Source: an optimization exercise on an open RTL-to-GDS flow (aim: small area). Production flows keep margins and buffers that such runs may drop. Only simulation tests tie the RTL to the original design; equivalence was not proved. The clock input has no modelled driver; a real chip could not lean on it and would need a root buffer or a full tree. Power is estimated from default activity; no workload was simulated.

Setup of run A:
==> flow/design.v (excerpt) <==
module reaction_game(
    input  wire clk,
    input  wire start_btn,
    input  wire resp_btn,
    input  wire reset_btn,
    output reg  [7:0] leds,
    output reg  [6:0] seg,
    output reg        dp,
    output reg  [7:0] an,
    output wire       piezo,
    output wire lcd_rs,
    output wire lcd_rw,
    output reg  lcd_e,
    output wire [7:0] lcd_data,
    output wire fc_r,
    output wire fc_g,
    output wire fc_b
);
==> flow/config.mk <==
export PLATFORM = sky130hd
export DESIGN_NAME = reaction_game
export DESIGN_NICKNAME = reaction_game
export VERILOG_FILES = /design/flow/design.v
export SDC_FILE = /design/flow/constraint.sdc
export NUM_CORES = 4
export LEC_CHECK = 0
export CAP_MARGIN = 5
export CORE_MARGIN = 2
export CORE_UTILIZATION = 70
export PLACE_DENSITY = 0.9
export SLEW_MARGIN = 5
==> flow/constraint.sdc <==
create_clock -name core_clock -period 45.0 [get_ports {clk}]
set_input_delay 9.0000 -clock core_clock [delete_from_list [all_inputs] [get_ports {clk}]]
set_output_delay 9.0000 -clock core_clock [all_outputs]
set_load 0.01 [all_outputs]
standard.sh (not shown) runs the stock make flow with config.mk's settings and CLKGATE_MAP_FILE= SYNTH_SCRIPT=/design/flow/synth_recipe.tcl, a recipe that flattens the netlist after the stock synthesis.
==> flow/flow/run.sh <==
#!/bin/bash
# The standard layout (standard.sh), with these changes:
#  - synthesis maps with area-oriented ABC scripts (flow/area*.abc), run
#    with several seeds keeping the smallest, and leaves adders to ABC
#    instead of fixed half/full-adder cells;
#    registers are inferred exactly as in the standard synthesis;
#  - port buffers are the smallest buffer, buf_1;
#  - the clock is buffered by flow/my_cts.tcl: MY_CLK_K buffers, each
#    driving one group of nearby registers, driven from the clock port;
#  - after floorplan, flow/my_ties.tcl lets one tie cell drive a 0 and a 1.
set -euo pipefail
HERE=$(pwd)
export MY_ABC_SCRIPTS="$HERE/flow/area.abc $HERE/flow/area2.abc"
export MY_ABC_SEEDS="1 2 3 4 5 6 7 8"
export ADDER_MAP_FILE=
export ABC_AREA=1
export BUFFER_PORTS_ARGS="-buffer_cell sky130_fd_sc_hd__buf_1"
export PRE_CTS_TCL=$HERE/flow/my_cts.tcl
export POST_FLOORPLAN_TCL=$HERE/flow/my_ties.tcl
export MY_CLK_K=4
export MY_CLK_BUF=sky130_fd_sc_hd__buf_12
export MY_CLK_ROOT=
sed -e "s#SYNTH_SCRIPT=[^ ]*synth_recipe.tcl#SYNTH_SCRIPT=$HERE/flow/my_synth.tcl#" standard.sh > my_standard.sh
grep -q "flow/my_synth.tcl" my_standard.sh
bash my_standard.sh > flow.log 2>&1
==> flow/flow/area2.abc <==
strash
dc2
balance; rewrite; refactor; balance; rewrite; rewrite -z; balance; refactor -z; rewrite -z; balance
&get -n
&deepsyn -T 30 -S SEED
&put
dch -f
amap
strash
dch -f
amap
topo
==> flow/flow/my_synth.tcl <==
# synth_recipe.tcl, with ORFS's ABC mapping replaced: the combinational logic
# is mapped with each ABC script in MY_ABC_SCRIPTS (area-oriented, with
# &deepsyn) once per seed in MY_ABC_SEEDS, and the smallest result is kept.
# Registers are untouched.
proc synth {args} { yosys synth -nofsm -noshare {*}$args }
proc abc {args} {
  set i [lsearch -exact $args -script]
  set lib $::env(LIB_FILES)
  yosys design -save my_pre_abc
  set best ""
  set best_area 1e30
  foreach script $::env(MY_ABC_SCRIPTS) {
    set tmpl [open $script r]
    set text [read $tmpl]
    close $tmpl
    foreach seed $::env(MY_ABC_SEEDS) {
      set tag "[file rootname [file tail $script]]_$seed"
      yosys design -load my_pre_abc
      set f $::env(OBJECTS_DIR)/$tag.abc
      set fh [open $f w]
      puts -nonewline $fh [string map [list SEED $seed] $text]
      close $fh
      set a $args
      if {$i >= 0} { lset a [expr {$i+1}] $f }
      yosys abc {*}$a
      set rpt $::env(OBJECTS_DIR)/$tag.txt
      yosys tee -q -o $rpt stat -liberty [lindex $lib 0]
      set fh [open $rpt r]
      set area 1e30
      regexp {Chip area for module[^:]*: ([0-9.]+)} [read $fh] -> area
      close $fh
      puts "my_synth: ABC $tag area $area"
      yosys design -save my_abc_$tag
      if {$area < $best_area} { set best_area $area; set best $tag }
    }
  }
  puts "my_synth: keeping ABC $best (area $best_area)"
  yosys design -load my_abc_$best
}
source $::env(SCRIPTS_DIR)/synth.tcl
# left out here: clear keep_hierarchy, flatten, clean up, hide names made inside functions, write 1_2_yosys.v
Other scripts of this flow, unchanged in this note and not shown: flow/flow/area.abc, flow/flow/my_cts.tcl, flow/flow/my_ties.tcl
The final layout from run A, which completed every stage, passed the timing, design-rule and antenna checks at the end of the flow.
Relative to run A, the following input files were edited for run D:
-- flow/flow/run.sh --
<<< run A, line 3
#  - synthesis maps with area-oriented ABC scripts (flow/area*.abc), run
>>> run D, line 3
#  - synthesis maps with an area-oriented ABC script (flow/area.abc), run
<<< run A, line 13
export MY_ABC_SCRIPTS="$HERE/flow/area.abc $HERE/flow/area2.abc"
>>> run D, line 13
export MY_ABC_SCRIPT=$HERE/flow/area.abc
==> flow/flow/my_synth.tcl <==
# synth_recipe.tcl, with ORFS's ABC mapping replaced: the combinational logic
# is mapped with flow/area.abc (area-oriented, with &deepsyn) once per seed in
# MY_ABC_SEEDS, and the smallest result is kept. Registers are untouched.
proc synth {args} { yosys synth -nofsm -noshare {*}$args }
proc abc {args} {
  set i [lsearch -exact $args -script]
  set tmpl [open $::env(MY_ABC_SCRIPT) r]
  set text [read $tmpl]
  close $tmpl
  set lib $::env(LIB_FILES)
  yosys design -save my_pre_abc
  set best -1
  set best_area 1e30
  foreach seed $::env(MY_ABC_SEEDS) {
    yosys design -load my_pre_abc
    set f $::env(OBJECTS_DIR)/area_$seed.abc
    set fh [open $f w]
    puts -nonewline $fh [string map [list SEED $seed] $text]
    close $fh
    set a $args
    if {$i >= 0} { lset a [expr {$i+1}] $f }
    yosys abc {*}$a
    set rpt $::env(OBJECTS_DIR)/area_$seed.txt
    yosys tee -q -o $rpt stat -liberty [lindex $lib 0]
    set fh [open $rpt r]
    set area 1e30
    regexp {Chip area for module[^:]*: ([0-9.]+)} [read $fh] -> area
    close $fh
    puts "my_synth: ABC seed $seed area $area"
    yosys design -save my_abc_$seed
    if {$area < $best_area} { set best_area $area; set best $seed }
  }
  puts "my_synth: keeping ABC seed $best (area $best_area)"
  yosys design -load my_abc_$best
}
source $::env(SCRIPTS_DIR)/synth.tcl
# left out here: clear keep_hierarchy, flatten, clean up, hide names made inside functions, write 1_2_yosys.v
removed: flow/flow/area2.abc
==> run summary <==
Run D finished end to end and its layout was clean on timing, DRC and antenna. Run A ended with every stage complete and zero timing, DRC or antenna violations. | fraction of met3 tracks used by global routing | lower: run A |. Post-synthesis area per instance was lower in the run labelled run D. Relative slew slack: run D lower than run A.
No run of this note takes its clock network from TritonCTS; it comes from the design's own scripts or RTL.

* * *

## build 38
reaction_game again, from the RTL that the note above started with.
==> flow/design.v (excerpt) <==
module reaction_game(
    input  wire clk,
    input  wire start_btn,
    input  wire resp_btn,
    input  wire reset_btn,
    output reg  [7:0] leds,
    output reg  [6:0] seg,
    output reg        dp,
    output reg  [7:0] an,
    output wire       piezo,
    output wire lcd_rs,
    output wire lcd_rw,
    output reg  lcd_e,
    output wire [7:0] lcd_data,
    output wire fc_r,
    output wire fc_g,
    output wire fc_b
);
Settings: LEC_CHECK=0, CAP_MARGIN=5, CORE_MARGIN=2, CORE_UTILIZATION=70, GPL_TIMING_DRIVEN=0, PLACE_DENSITY=0.9, SLEW_MARGIN=5; clock period 45.0 ns.
==> flow/flow/run.sh <==
#!/bin/bash
# The standard layout (standard.sh), with these changes:
#  - synthesis maps with area-oriented ABC scripts (flow/area*.abc), run
#    with several seeds keeping the smallest, and leaves adders to ABC
#    instead of fixed half/full-adder cells;
#    registers are inferred exactly as in the standard synthesis;
#  - port buffers are the smallest buffer, buf_1;
#  - after floorplan, flow/my_ties.tcl lets one tie cell drive a 0 and a 1;
#  - synthesis inserts no buffers between output ports (SYNTH_INSBUF=0):
#    the port buffers separate them anyway.
set -euo pipefail
HERE=$(pwd)
export MY_ABC_SCRIPTS="$HERE/flow/area.abc $HERE/flow/area2.abc"
export MY_ABC_SEEDS="4"
export SYNTH_INSBUF=0
export ADDER_MAP_FILE=
export ABC_AREA=1
export BUFFER_PORTS_ARGS="-buffer_cell sky130_fd_sc_hd__buf_1"
export PRE_CTS_TCL=$HERE/flow/my_cts.tcl
export POST_FLOORPLAN_TCL=$HERE/flow/my_ties.tcl
export POST_CTS_TCL=$HERE/flow/my_cts_check.tcl
export MY_CLK_BUF_BIG=sky130_fd_sc_hd__buf_16
export MY_CLK_SLEW_NS=0.110
export MY_CLK_K=4
export MY_CLK_BALANCE=1
export MY_CLK_BUF=sky130_fd_sc_hd__buf_12
export MY_CLK_ROOT=
sed -e "s#SYNTH_SCRIPT=[^ ]*synth_recipe.tcl#SYNTH_SCRIPT=$HERE/flow/my_synth.tcl#" standard.sh > my_standard.sh
grep -q "flow/my_synth.tcl" my_standard.sh
bash my_standard.sh > flow.log 2>&1
==> flow/flow/my_synth.tcl <==
# synth_recipe.tcl, with ORFS's ABC mapping replaced: the combinational logic
# is mapped with each ABC script in MY_ABC_SCRIPTS (area-oriented, with
# &deepsyn) once per seed in MY_ABC_SEEDS, and the smallest result is kept.
# Registers are untouched.
proc synth {args} { yosys synth -nofsm -noshare {*}$args }
proc abc {args} {
  set i [lsearch -exact $args -script]
  set lib $::env(LIB_FILES)
  yosys design -save my_pre_abc
  set best ""
  set best_area 1e30
  foreach script $::env(MY_ABC_SCRIPTS) {
    set tmpl [open $script r]
    set text [read $tmpl]
    close $tmpl
    foreach seed $::env(MY_ABC_SEEDS) {
      set tag "[file rootname [file tail $script]]_$seed"
      yosys design -load my_pre_abc
      set f $::env(OBJECTS_DIR)/$tag.abc
      set fh [open $f w]
      puts -nonewline $fh [string map [list SEED $seed] $text]
      close $fh
      set a $args
      if {$i >= 0} { lset a [expr {$i+1}] $f }
      yosys abc {*}$a
      set rpt $::env(OBJECTS_DIR)/$tag.txt
      yosys tee -q -o $rpt stat -liberty [lindex $lib 0]
      set fh [open $rpt r]
      set area 1e30
      regexp {Chip area for module[^:]*: ([0-9.]+)} [read $fh] -> area
      close $fh
      puts "my_synth: ABC $tag area $area"
      yosys design -save my_abc_$tag
      if {$area < $best_area} { set best_area $area; set best $tag }
    }
  }
  puts "my_synth: keeping ABC $best (area $best_area)"
  yosys design -load my_abc_$best
}
source $::env(SCRIPTS_DIR)/synth.tcl
# left out here: clear keep_hierarchy, flatten, clean up, hide names made inside functions, write 1_2_yosys.v
Other scripts of this flow, unchanged in this note and not shown: flow/flow/area.abc, flow/flow/area2.abc, flow/flow/my_cts.tcl, flow/flow/my_cts_check.tcl, flow/flow/my_ties.tcl
What build 68 does differently from build 38 at the input level:
diff --git a/flow/flow/run.sh b/flow/flow/run.sh
--- a/flow/flow/run.sh
+++ b/flow/flow/run.sh
@@ -14 +14 @@
-export MY_ABC_SEEDS="4"
+export MY_ABC_SEEDS="1 2 3 4 5 6 7 8"
[summary]
Build 38 -> build 68: layout net count delta 0, exact match
Build 38 -> build 68: routed wire length delta 0, exact match
Build 68 vs. build 38: proportion of cell area occupied by multi-input gates shows no meaningful change; share of synthesized area occupied by flip-flops and latches essentially unchanged.
Every stage of the flow completed for build 68, and the final layout passed the timing, design-rule and antenna checks.
--- input diff build 68..build 12 ---
diff --git a/flow/flow/run.sh b/flow/flow/run.sh
--- a/flow/flow/run.sh
+++ b/flow/flow/run.sh
@@ -14 +14 @@
-export MY_ABC_SEEDS="1 2 3 4 5 6 7 8"
+export MY_ABC_SEEDS="1 2 3 4 5 6 7 8 9 10 11 12 13 14 15 16 17 18 19 20"
As far as complex-gate fraction of the synthesized area goes, build 68 and build 12 are indistinguishable; the numbers are identical. Taking build 68 as the reference, in build 12 clock distribution power closely matched the old numbers, power flat, met2 track utilization from global routing now sits at about the same level, post-detailed-route DRC marker count held, area added between synthesis and finish held steady. Reported for build 68 and build 12, achievable frequency turned out identical to the last digit. Diff build 68..build 12 | final wirelength | negligible.
No run of this note takes its clock network from TritonCTS; it comes from the design's own scripts or RTL.

-- what the ideal ports hide --
Ports are ideal in the flow. The routed layouts listed here were re-timed in OpenROAD. Step 1 (the two cells are an assumption about what drives the block):
set clk [get_ports {clk}]
set_driving_cell -lib_cell sky130_fd_sc_hd__clkbuf_16 $clk
set_driving_cell -lib_cell sky130_fd_sc_hd__buf_2 [delete_from_list [all_inputs] $clk]
Step 2, shift: input delay + t, output delay - t, t = (earliest + latest rising clock arrival at the registers) / 2. This alone moves slack from input paths to output paths. Slacks: ideal ports / drivers / drivers and shift; pairs: ideal ports / drivers.
run	t, ns	setup WS [ns]	hold WS [ns]	worst slew at a driven data input, ns
run A	0.207	33.487 / 33.401 / 33.608	0.415 / 0.415 / 0.415	0.03
run D	0.215	33.224 / 33.138 / 33.353	0.410 / 0.410 / 0.410	0.03
build 38	0.203	33.277 / 33.195 / 33.397	0.400 / 0.400 / 0.400	0.04
build 68	0.203	33.277 / 33.195 / 33.397	0.400 / 0.400 / 0.400	0.04
build 12	0.203	33.277 / 33.195 / 33.397	0.400 / 0.400 / 0.400	0.04
After both steps every run listed still meets setup and hold.
